Context: an optimization exercise on an open-source flow, tuned for small area and a short achievable clock period. The choices shown serve that exercise and are no tape-out recipe.
Power is estimated from default activity; no workload was simulated.

## lane 1
==> flow/design.v <==
module bist_multiplexer (
    input logic [7:0] normal_data,
    input logic normal_rwbar,
    input logic [3:0] bist_data,
    input logic bist_we,
    input logic NbarT,
    input logic nNbarT,
    output logic we,
    output logic [7:0] mem_data
);
assign we = bist_we | (nNbarT & ~normal_rwbar);
assign mem_data = NbarT ? {4'b0000, bist_data} : normal_data;
endmodule
module bist_addrdec (
    input logic [5:0] normal_addr,
    input logic [7:0] blo,
    input logic [7:0] bhi,
    input logic nNbarT,
    output logic [7:0] lo,
    output logic [7:0] hi
);
always_comb
    for (int i = 0; i < 8; i++) begin
        lo[i] = blo[i] | (nNbarT & (normal_addr[2:0] == i[2:0]));
        hi[i] = bhi[i] | (nNbarT & (normal_addr[5:3] == i[2:0]));
    end
endmodule
module bist_wordsel (
    input logic [7:0] lo,
    input logic [7:0] hi,
    input logic en,
    output logic [63:0] sel
);
always_comb
    for (int w = 0; w < 64; w++)
        sel[w] = hi[w / 8] & lo[w % 8] & en;
endmodule
module bist_rdbit (
    input logic [63:0] sel,
    input logic [63:0] d,
    input logic byp,
    input logic byp_d,
    output logic q
);
logic [31:0] t1;
logic [7:0] t2;
logic [3:0] t3;
logic b;
for (genvar k = 0; k < 32; k++) begin : g1
    bist_aoi22 A (.a(sel[2*k]), .b(d[2*k]), .c(sel[2*k+1]), .d(d[2*k+1]), .y(t1[k]));
end
for (genvar k = 0; k < 8; k++) begin : g2
    bist_nand4 N (.a(t1[4*k]), .b(t1[4*k+1]), .c(t1[4*k+2]), .d(t1[4*k+3]), .y(t2[k]));
end
bist_and2 B (.a(byp), .b(byp_d), .y(b));
bist_nor2 R0 (.a(t2[0]), .b(t2[1]), .y(t3[0]));
bist_nor2 R1 (.a(t2[2]), .b(t2[3]), .y(t3[1]));
bist_nor2 R2 (.a(t2[4]), .b(t2[5]), .y(t3[2]));
bist_nor3 R3 (.a(t2[6]), .b(t2[7]), .c(b), .y(t3[3]));
bist_nand4 F (.a(t3[0]), .b(t3[1]), .c(t3[2]), .d(t3[3]), .y(q));
endmodule
module bist_aoi22 (input logic a, b, c, d, output logic y);
assign y = ~((a & b) | (c & d));
endmodule
module bist_nand4 (input logic a, b, c, d, output logic y);
assign y = ~(a & b & c & d);
endmodule
module bist_nor2 (input logic a, b, output logic y);
assign y = ~(a | b);
endmodule
module bist_nor3 (input logic a, b, c, output logic y);
assign y = ~(a | b | c);
endmodule
module bist_and2 (input logic a, b, output logic y);
assign y = a & b;
endmodule
module bist_comparator (
    input logic clk,
    input logic NbarT,
    input logic write_en,
    input logic [3:0] data_t,
    input logic [7:0] ramout,
    output logic fail
);
always_ff @(posedge clk)
    fail <= NbarT & ~write_en & (ramout != {4'b0000, data_t});
endmodule
module bist_sram
(
    input logic [7:0] rlo,
    input logic [7:0] rhi,
    input logic [7:0] wlo,
    input logic [7:0] whi,
    input logic [7:0] ramin,
    input logic we, clk,
    output logic [7:0] ramout
);
    logic [7:0] mem [64];
    logic [63:0] rsel, wsel;
    logic [63:0] col [8];
    logic [7:0] rd;
    bist_wordsel RSEL (.lo(rlo), .hi(rhi), .en(~we), .sel(rsel));
    bist_wordsel WSEL (.lo(wlo), .hi(whi), .en(we), .sel(wsel));
    always_ff @(posedge clk)
        for (int w = 0; w < 64; w++)
            if (wsel[w])
                mem[w] <= ramin;
    always_comb
        for (int b = 0; b < 8; b++)
            for (int w = 0; w < 64; w++)
                col[b][w] = mem[w][b];
    for (genvar b = 0; b < 8; b++) begin : g_rd
        bist_rdbit R (.sel(rsel), .d(col[b]), .byp(we), .byp_d(ramin[b]), .q(rd[b]));
    end
    always_ff @(posedge clk)
        ramout <= rd;
endmodule
module bist_controller (
  input clk,
  input reset,
  input start,
  output reg [7:0] lo,
  output reg [7:0] hi,
  output reg write_en,
  output [3:0] data_in,
  input [3:0] data_out,
  output reg bist_done,
  output reg bist_result,
  output test_mode,
  output reg nact
);
  localparam BLANKET_0 = 3'b000, BLANKET_1 = 3'b001, CHECKERBOARD = 3'b010,
             CHECKERBOARD_INV = 3'b011, MARCH_C = 3'b100, MARCH_A = 3'b101;
  reg act, rd, direction, d1, d0;
  reg [2:0] pattern;
  reg [7:0] count;
  reg act_n, rd_n, dir_n, d1_n, d0_n, we_n, done_n, res_n;
  reg [2:0] pat_n;
  reg [7:0] count_n;
  reg [5:0] addr_n;
  assign test_mode = act;
  assign data_in = {d1, d0, d1, d0};
  wire last = &count;
  wire [7:0] count_inc = count + 8'd1;
  wire [5:0] addr_step = direction ? count_inc[5:0] : ~count[5:0];
  always_comb begin
    act_n = act;
    rd_n = rd;
    dir_n = direction;
    d1_n = d1;
    d0_n = d0;
    we_n = write_en;
    done_n = bist_done;
    res_n = bist_result;
    pat_n = pattern;
    count_n = count;
    addr_n = 6'd0;
    if (reset) begin
      act_n = 1'b0;
      rd_n = 1'b0;
      pat_n = BLANKET_0;
      count_n = 8'd0;
      we_n = 1'b0;
      d1_n = 1'b0;
      d0_n = 1'b0;
      done_n = 1'b0;
      res_n = 1'b1;
      dir_n = 1'b1;
    end else if (!act) begin
      if (start && !bist_done) begin
        act_n = 1'b1;
        rd_n = 1'b0;
        count_n = 8'd0;
        we_n = 1'b1;
        d1_n = 1'b0;
        d0_n = 1'b0;
      end
    end else if (!rd) begin
      if (last) begin
        rd_n = 1'b1;
        count_n = 8'd0;
        we_n = 1'b0;
      end else begin
        count_n = count_inc;
        addr_n = addr_step;
        if (pattern == CHECKERBOARD) begin
          d1_n = ~count[0];
          d0_n = count[0];
        end else if (pattern == CHECKERBOARD_INV) begin
          d1_n = count[0];
          d0_n = ~count[0];
        end
      end
    end else begin
      if (last) begin
        if (pattern == MARCH_A && !direction) begin
          act_n = 1'b0;
          done_n = 1'b1;
        end else begin
          rd_n = 1'b0;
          count_n = 8'd0;
          we_n = 1'b1;
          addr_n = ((pattern == MARCH_C || pattern == MARCH_A) && direction) ? 6'h3f : 6'd0;
          case (pattern)
            BLANKET_0: pat_n = BLANKET_1;
            BLANKET_1: begin
              pat_n = CHECKERBOARD;
              d1_n = 1'b1;
              d0_n = 1'b1;
            end
            CHECKERBOARD: begin
              pat_n = CHECKERBOARD_INV;
              d1_n = 1'b0;
              d0_n = 1'b1;
            end
            CHECKERBOARD_INV: begin
              pat_n = MARCH_C;
              d1_n = 1'b1;
              d0_n = 1'b0;
            end
            MARCH_C: begin
              if (direction) dir_n = 1'b0;
              else pat_n = MARCH_A;
              d1_n = 1'b0;
              d0_n = 1'b0;
            end
            MARCH_A: begin
              dir_n = 1'b0;
              d1_n = 1'b1;
              d0_n = 1'b1;
            end
            default: ;
          endcase
        end
      end else begin
        if (data_out != data_in) res_n = 1'b0;
        if (pattern == MARCH_C) begin
          if (count == 8'd0) begin
            d1_n = 1'b1;
            d0_n = 1'b1;
            we_n = 1'b1;
          end else if (count == 8'd1) begin
            if (data_out != 4'hF) res_n = 1'b0;
            d1_n = 1'b0;
            d0_n = 1'b0;
            we_n = 1'b1;
          end else if (count == 8'd2) begin
            if (data_out != 4'h0) res_n = 1'b0;
            we_n = 1'b0;
          end
        end else if (pattern == MARCH_A) begin
          if (count == 8'd0) begin
            if (data_out != 4'h0) res_n = 1'b0;
            d1_n = 1'b1;
            d0_n = 1'b1;
            we_n = 1'b1;
          end else if (count == 8'd1) begin
            if (data_out != 4'hF) res_n = 1'b0;
            we_n = 1'b0;
          end
        end
        count_n = count_inc;
        addr_n = addr_step;
      end
    end
  end
  always @(posedge clk) begin
    act <= act_n;
    nact <= ~act_n;
    rd <= rd_n;
    direction <= dir_n;
    d1 <= d1_n;
    d0 <= d0_n;
    write_en <= we_n;
    bist_done <= done_n;
    bist_result <= res_n;
    pattern <= pat_n;
    count <= count_n;
    for (int i = 0; i < 8; i++) begin
      lo[i] <= act_n && (addr_n[2:0] == i[2:0]);
      hi[i] <= act_n && (addr_n[5:3] == i[2:0]);
    end
  end
endmodule
module BIST #(
  parameter int size = 6,
  parameter int length = 8
) (
  input logic start, rst, clk, rwbarin,
  input logic [size-1:0] address,
  input logic [length-1:0] datain,
  output logic [length-1:0] dataout,
  output logic fail,
  output logic bist_done,
  output logic bist_result
);
  logic NbarT, nNbarT, write_en, we;
  logic [7:0] blo, bhi, rlo, rhi, wlo, whi;
  logic [3:0] data_t;
  logic [7:0] ramin, ramout;
  bist_multiplexer MUX (
    .normal_data(datain),
    .normal_rwbar(rwbarin),
    .bist_data(data_t),
    .bist_we(write_en),
    .NbarT(NbarT),
    .nNbarT(nNbarT),
    .we(we),
    .mem_data(ramin)
  );
  bist_addrdec WDEC (
    .normal_addr(address),
    .blo(blo),
    .bhi(bhi),
    .nNbarT(nNbarT),
    .lo(wlo),
    .hi(whi)
  );
  bist_addrdec RDEC (
    .normal_addr(address),
    .blo(blo),
    .bhi(bhi),
    .nNbarT(nNbarT),
    .lo(rlo),
    .hi(rhi)
  );
  bist_controller CNTRL (
    .clk(clk),
    .reset(rst),
    .start(start),
    .lo(blo),
    .hi(bhi),
    .write_en(write_en),
    .data_in(data_t),
    .data_out(ramout[3:0]),
    .bist_done(bist_done),
    .bist_result(bist_result),
    .test_mode(NbarT),
    .nact(nNbarT)
  );
  bist_sram MEM (
    .rlo(rlo),
    .rhi(rhi),
    .wlo(wlo),
    .whi(whi),
    .ramin(ramin),
    .we(we),
    .clk(clk),
    .ramout(ramout)
  );
  bist_comparator CMP (
    .clk(clk),
    .NbarT(NbarT),
    .write_en(write_en),
    .data_t(data_t),
    .ramout(ramout),
    .fail(fail)
  );
  assign dataout = ramout;
endmodule
==> flow/config.mk <==
export PLATFORM = sky130hd
export DESIGN_NAME = BIST
export DESIGN_NICKNAME = BIST
export VERILOG_FILES = /design/flow/design.v
export SDC_FILE = /design/flow/constraint.sdc
export NUM_CORES = 4
export LEC_CHECK = 0
export CAP_MARGIN = 20
export CORE_MARGIN = 2
export CORE_UTILIZATION = 40
export CTS_CLUSTER_DIAMETER = 100
export CTS_CLUSTER_SIZE = 30
export SETUP_SLACK_MARGIN = 2.0
export SLEW_MARGIN = 20
export SYNTH_HIERARCHICAL = 1
==> flow/constraint.sdc <==
create_clock -name core_clock -period 4.2 [get_ports {clk}]
set_input_delay 0.8400 -clock core_clock [delete_from_list [all_inputs] [get_ports {clk}]]
set_output_delay 0.8400 -clock core_clock [all_outputs]
set_load 0.01 [all_outputs]
standard.sh (not shown) runs the stock make flow with config.mk's settings and CLKGATE_MAP_FILE= SYNTH_SCRIPT=/design/flow/synth_recipe.tcl, a recipe that flattens the netlist after the stock synthesis.
==> flow/flow/run.sh <==
#!/bin/bash
# The standard layout, with the port buffers made of plain buffers
# (sky130_fd_sc_hd__buf_4) instead of the resizer's default choice.
set -euo pipefail
export BUFFER_PORTS_ARGS="-buffer_cell sky130_fd_sc_hd__buf_4"
bash standard.sh finish > standard_finish.log 2>&1
Changes in lane 2 relative to lane 1:
-- flow/config.mk --
<<< lane 1, line 8
>>> lane 2, line 8
export ABC_AREA = 1
<<< lane 1, line 11
export CTS_CLUSTER_DIAMETER = 100
export CTS_CLUSTER_SIZE = 30
>>> lane 2, line 12
### Flow results
Lane 2 completed every stage of the flow, and the final layout passed the timing, DRC and antenna checks. In lane 2 the XOR/XNOR share of the synthesized area turned out 0.16 points lower than in lane 1. Compared with lane 1, in lane 2 combinational group share of total power picked up an extra 0.6 points; clock network fraction of total power picked up an extra 13 points; time the final worst path needs with I/O delays and setup picked up an extra 100 ps. Per the comparison of lane 2 with lane 1, count of clock-buffer cells in the layout increased by 36 relative to the old numbers, post-synthesis instance total +1303. Lane 2: power density relative to cell area is about 9% higher than what lane 1 reported. Compared to lane 1, lane 2 has utilization 4.6 points higher. Of lane 2 and lane 1, it is lane 2 that has the lower remaining max-slew budget at the tightest pin. Between lane 2 and lane 1, it is lane 2 whose complex-gate fraction of the synthesized area is lower, by 17 points.
Function was not checked in any run of this note: the RTL went through the layout flow alone.

## separate check: timing with driven ports
The results above use ideal ports. As a check the final layouts listed here were re-extracted and re-timed, cells and wires unchanged. Step 1, drivers: a clkbuf_16 drives clk and a buf_2 each remaining input, both assumed. Step 2, shift: input delay + t, output delay - t, t = (earliest + latest rising clock arrival at the registers) / 2. This alone moves slack from input paths to output paths. Slacks: no drivers / after step 1 / after step 2; pairs: no drivers / after step 1.
| run | shift t [ns] | setup WS [ns] | clock arrival spread, ns |
|---|---|---|---|
| lane 1 | 0.635 | 1.957 / 1.978 / 1.343 | 0.021 / 0.020 |
| lane 2 | 0.674 | 1.858 / 1.858 / 1.235 | 0.019 / 0.018 |
After both steps setup and hold are still met in every run listed. For lane 2, which loses most, drivers alone change the setup slack by 0.000 ns; drivers and shift together by -0.623 ns.
